Source: an optimization exercise on an open RTL-to-GDS flow (aim: small area, a short achievable clock period and few clock cycles per item). Production flows keep margins and buffers that such runs may drop. The flow treats the clock pin as an ideal source, which a real chip does not have. Power figures rest on the tool's default switching activity, not on a simulated workload.

==> flow/design.v (excerpt) <==
module upsample_accelerator #(
    parameter integer DATA_WIDTH = 24,
    parameter integer MAX_WIDTH = 1920,
    parameter integer MAX_HEIGHT = 1080
)(
    input wire clk,
    input wire rst_n,
    input wire [DATA_WIDTH-1:0] input_pixel,
    input wire input_valid,
    output wire input_ready,
    input wire input_sof,       
    input wire input_eol,       
    output wire [DATA_WIDTH-1:0] output_pixel,
    output wire output_valid,
    input wire output_ready,
    output wire output_sof,
    output wire output_eol,
    input wire [1:0] scale_factor,     
    input wire [1:0] interp_method,    
    input wire [15:0] input_width,
    input wire [15:0] input_height
);
==> flow/config.mk <==
export PLATFORM = sky130hd
export DESIGN_NAME = upsample_accelerator
export DESIGN_NICKNAME = upsample_accelerator
export VERILOG_FILES = /design/flow/design.v
export SDC_FILE = /design/flow/constraint.sdc
export NUM_CORES = 4
export LEC_CHECK = 0
export CAP_MARGIN = 20
export CORE_MARGIN = 2
export CORE_UTILIZATION = 40
export PLACE_DENSITY = 0.6
export SLEW_MARGIN = 20
==> flow/constraint.sdc <==
create_clock -name core_clock -period 13.0 [get_ports {clk}]
set_input_delay 2.6000 -clock core_clock [delete_from_list [all_inputs] [get_ports {clk}]]
set_output_delay 2.6000 -clock core_clock [all_outputs]
set_load 0.01 [all_outputs]
standard.sh (not shown) runs the stock make flow with config.mk's settings and CLKGATE_MAP_FILE= SYNTH_SCRIPT=/design/flow/synth_recipe.tcl, a recipe that flattens the netlist after the stock synthesis.
==> flow/flow/run.sh <==
#!/bin/bash
set -euo pipefail
bash standard.sh "BUFFER_PORTS_ARGS=-buffer_cell sky130_fd_sc_hd__buf_4" SETUP_SLACK_MARGIN=9.2 finish > standard.log 2>&1
Rerun with:
==> flow/run.sh (new file) <==
#!/bin/bash
# synth_recipe.tcl (not shown) runs the flow's synth.tcl, then flattens the netlist and writes it again
# the make line also repeats each setting of config.mk as NAME=value (left out here)
make -C /OpenROAD-flow-scripts/flow DESIGN_CONFIG=/design/flow/config.mk WORK_HOME=/design/flow/orfs CLKGATE_MAP_FILE= SYNTH_SCRIPT=/design/flow/synth_recipe.tcl finish
removed: flow/flow/run.sh
removed: flow/standard.sh
What happened: Die area stays the same; utilization is higher by 0.33 points; worst setup slack got worse by 0.54 ns; routed wire length goes up by 0.45%; sequential share of layout area came out lower by 0.35 points; non-clock buffer count is lower by 1; sequential power hardly moves; total power stays flat; cell count is about the same; cell area is higher by 0.71%.
No functional check of the RTL was part of any run of this note.

========
## wip/maple
The RTL this note starts from:
==> flow/design.v <==
module upsample_accelerator #(
    parameter integer DATA_WIDTH = 24,
    parameter integer MAX_WIDTH = 1920,
    parameter integer MAX_HEIGHT = 1080
)(
    input wire clk,
    input wire rst_n,
    input wire [DATA_WIDTH-1:0] input_pixel,
    input wire input_valid,
    output wire input_ready,
    input wire input_sof,       
    input wire input_eol,       
    output wire [DATA_WIDTH-1:0] output_pixel,
    output wire output_valid,
    input wire output_ready,
    output wire output_sof,
    output wire output_eol,
    input wire [1:0] scale_factor,     
    input wire [1:0] interp_method,    
    input wire [15:0] input_width,
    input wire [15:0] input_height
);
    reg       bil;
    reg [3:0] kk;         
    reg       ow1;        
    always @(posedge clk) begin
        bil  <= (interp_method == 2'b01);
        ow1  <= (scale_factor == 2'b11) & (input_width == 16'd1);
        kk   <= {scale_factor == 2'b11, scale_factor == 2'b00,
                 scale_factor == 2'b01, scale_factor == 2'b10};
    end
    wire sf3  = kk[3];
    wire stat = ~bil | sf3;                  
    reg [1:0] zc;         
    reg       skip;       
    reg       zr;         
    reg       zs;         
    reg       ir;         
    reg [7:0] st;         
    reg       wt;         
    reg       full;       
    reg       ov;         
    reg       pend;       
    reg       have;       
    reg       eolc, sofc;
    reg       ffirst;     
    reg [2:0] cb;         
    reg [23:0] p0, p1, p2, p3;
    reg        efirst;    
    reg [21:0] xr_v0;     
    reg [21:0] yr_d;      
    reg [21:0] u;         
    reg [21:0] d;         
    reg [18:0] base;
    reg [7:0]  hi;
    reg [2:0]  a;         
    reg [15:0] xrem;      
    reg [15:0] yrem;      
    wire zf  = zc[0];
    wire full_n;
    wire ho;              
    wire adv;             
    wire acc = input_valid & ir;
    always @(posedge clk) begin
        if (acc | zf) begin
            p0 <= p1;
            p1 <= p2;
            p2 <= p3;
            p3 <= zf ? 24'd0 : input_pixel;
        end
    end
    wire s4 = st[7];                         
    wire rdone = s4 | (zc == 2'b01);         
    wire [3:0] cb_sum = {1'b0, cb} + kk;
    wire       cb_blk = cb_sum[3];
    wire       f_end  = cb_blk & (yrem == 16'd1);
    always @(posedge clk or negedge rst_n) begin
        if (!rst_n) begin
            cb <= 3'd0;
            ffirst <= 1'b1;
        end else if (rdone) begin
            cb <= cb_sum[2:0];
            ffirst <= f_end;
        end
    end
    always @(posedge clk) begin
        if (zc[1] | (rdone & f_end))
            yrem <= input_height;
        else if (rdone & cb_blk)
            yrem <= yrem - 16'd1;
        if (rdone)
            efirst <= ffirst;
    end
    reg bit_sel;          
    reg dbl;              
    reg zro;              
    reg sub;              
    wire [2:0] eb = stat ? 3'd0 : cb;
    wire go_a = ho;                          
    wire go_b = acc & ~skip;                 
    always @(posedge clk) begin
        bit_sel <= ((go_a | go_b) & eb[2]) | ((st[0] | st[4]) & eb[1]) | ((st[1] | st[5]) & eb[0]);
        dbl     <= st[0] | st[1] | st[4] | st[5];
        zro     <= go_a | go_b;
        sub     <= full_n;
    end
    wire [21:0] e_opa = zro ? 22'd0 : dbl ? {yr_d[20:0], 1'b0} : yr_d;
    wire [21:0] e_opb = sub ? ~xr_v0 : (bit_sel ? p3[21:0] : p1[21:0]);
    wire [22:0] e_sc  = {e_opa, 1'b1} + {e_opb, sub};
    wire [21:0] e_sum = e_sc[22:1];
    always @(posedge clk) begin
        if (st[3]) xr_v0 <= e_sum;
        if (|st) yr_d <= e_sum;
    end
    assign ho  = full & (~have | (ov & eolc));
    assign adv = ov & ~eolc;
    wire [3:0] a_sum  = {1'b0, a} + kk;
    wire       a_blk  = a_sum[3];                
    wire [2:0] a_n    = a_sum[2:0];
    wire [3:0] an_sum = {1'b0, a_n} + kk;
    wire       an_blk = an_sum[3];               
    wire       xl_n   = a_blk ? (xrem == 16'd2) : (xrem == 16'd1);
    always @(posedge clk) begin
        if (ho) begin
            u    <= {xr_v0[18:0] & {19{~zr}}, 3'b000};
            base <= xr_v0[18:0];
            d    <= kk[2] ? {e_sum[19:0], 2'b00} : kk[1] ? {e_sum[20:0], 1'b0} : e_sum;
            hi   <= (bil | zr) ? 8'd0 : p0[23:16];
            a    <= 3'd0;
            xrem <= input_width;
        end else if (adv) begin
            if (!stat & !zs)
                u <= a_blk ? {base, 3'b000} : (u + d);
            a <= a_n;
            if (a_blk) xrem <= xrem - 16'd1;
        end
    end
    wire pend_n = (pend | ov) & ~output_ready;
    wire have_n = ho | (have & ~(ov & eolc));
    wire ov_n   = have_n & ~pend_n;
    assign full_n = s4 | (acc & skip) | (full & ~ho);
    wire [1:0] zc_n = {1'b0, zc[1]};
    wire eolc_n = ho ? ow1 : adv ? (an_blk & xl_n) : eolc;
    wire wt_n   = (st[3] | wt) & ~acc;
    wire ir_n   = st[2] | wt_n | (skip & ~acc & ~zc[1]);
    always @(posedge clk or negedge rst_n) begin
        if (!rst_n) begin
            zc <= 2'b11;
            skip <= 1'b1;
            zr <= 1'b0;
            zs <= 1'b0;
            ir <= 1'b0;
            st <= 8'd0;
            wt <= 1'b0;
            full <= 1'b0;
            ov <= 1'b0;
            pend <= 1'b0;
            have <= 1'b0;
            eolc <= 1'b0;
            sofc <= 1'b0;
        end else begin
            zc <= zc_n;
            skip <= skip & ~acc;
            zr <= (acc & skip) | (zr & ~ho);
            zs <= ho ? zr : zs;
            ir <= ir_n;
            st <= {st[6:4], go_b, st[2:0], go_a};
            wt <= wt_n;
            full <= full_n;
            ov <= ov_n;
            pend <= pend_n;
            have <= have_n;
            eolc <= eolc_n;
            sofc <= ho ? efirst : adv ? 1'b0 : sofc;
        end
    end
    assign input_ready  = ir;
    assign output_valid = ov;
    assign output_sof   = sofc;
    assign output_eol   = eolc;
    assign output_pixel = {hi, u[21:6]};
endmodule
export LEC_CHECK = 0
export CAP_MARGIN = 20
export CORE_MARGIN = 2
export CORE_UTILIZATION = 65
export CTS_CLUSTER_DIAMETER = 200
export CTS_CLUSTER_SIZE = 26
export PLACE_DENSITY = 0.72
export SLEW_MARGIN = 20
create_clock -name core_clock -period 13.0 [get_ports {clk}]
==> flow/flow/run.sh <==
#!/bin/bash
set -euo pipefail
ARGS=("BUFFER_PORTS_ARGS=-buffer_cell sky130_fd_sc_hd__buf_2" SETUP_SLACK_MARGIN=9.5)
bash standard.sh "${ARGS[@]}" cts > standard_cts.log 2>&1
RESULTS=$PWD/orfs/results/$FLOW_PLATFORM/upsample_accelerator/base openroad -no_init -exit flow/clock_tree.tcl > clock_tree.log 2>&1
bash standard.sh "${ARGS[@]}" finish > standard.log 2>&1
Other scripts of this flow, unchanged in this note and not shown: flow/flow/clock_tree.tcl
wip/maple completed end to end with timing, DRC and antenna clean.
Edits applied to the flow inputs when going from wip/maple to wip/indigo:
==> flow/flow/run.sh <==
#!/bin/bash
set -euo pipefail
ARGS=("BUFFER_PORTS_ARGS=-buffer_cell sky130_fd_sc_hd__buf_2" SETUP_SLACK_MARGIN=9.4)
bash standard.sh "${ARGS[@]}" cts > standard_cts.log 2>&1
RESULTS=$PWD/orfs/results/$FLOW_PLATFORM/upsample_accelerator/base openroad -no_init -exit flow/clock_tree.tcl > clock_tree.log 2>&1
bash standard.sh "${ARGS[@]}" finish > standard.log 2>&1
[summary]
- Re detailed-route vias per instance: wip/indigo is about 1.3% up on wip/maple.
- Between wip/maple and wip/indigo, the difference in met3 capacity usage during global routing is negligible.
- [compare] base=wip/maple new=wip/indigo: count of placed standard cells in the final layout, fillers left out level; proportion of cell area occupied by multi-input gates stayed essentially flat; area share of and/or/nand/nor cells after synthesis did not really move.
- The termination of the worst setup path comes out d[17]$_DFFE_PP_ in one run and output_pixel[1] in the other, namely in wip/indigo and wip/maple respectively.
- On storage element area, wip/maple and wip/indigo are basically level.
- Max number of global-route vias before repair across wip/maple and wip/indigo: wip/maple
- Between wip/indigo and wip/maple, the design internal power does not differ in any meaningful way.
- Maximum frequency was higher in the run labelled wip/maple.
No run of this note included a check of the RTL's function; only the layout flow was run.

[separate check: timing with driven ports]
The flow's constraints put no driver on any port. The routed layouts listed below were extracted and timed again, unchanged, in two steps.
Step 1: set_driving_cell puts a clkbuf_16 on clk and a buf_2 on each other input, an assumption about the parent block.
Step 2, shift: input delay + t, output delay - t, t = (earliest + latest rising clock arrival at the registers) / 2. This alone moves slack from input paths to output paths.
a / b / c = no drivers / after step 1 / after step 2; a / b = the first two.
run | shift t [ns] | setup WS [ns] | pins driven straight from the clock port
the first run of note 1 | 0.607 | 9.232 / 9.179 / 8.839 | 1
the second run of note 1 | 0.593 | 8.693 / 8.720 / 8.127 | 1
wip/maple | 0.385 | 9.478 / 9.407 / 9.337 | 3
wip/indigo | 0.386 | 9.438 / 9.406 / 9.342 | 3
After both steps every run listed still meets setup and hold. For the second run of note 1, which loses most, drivers alone change the setup slack by +0.027 ns; drivers and shift together by -0.566 ns.
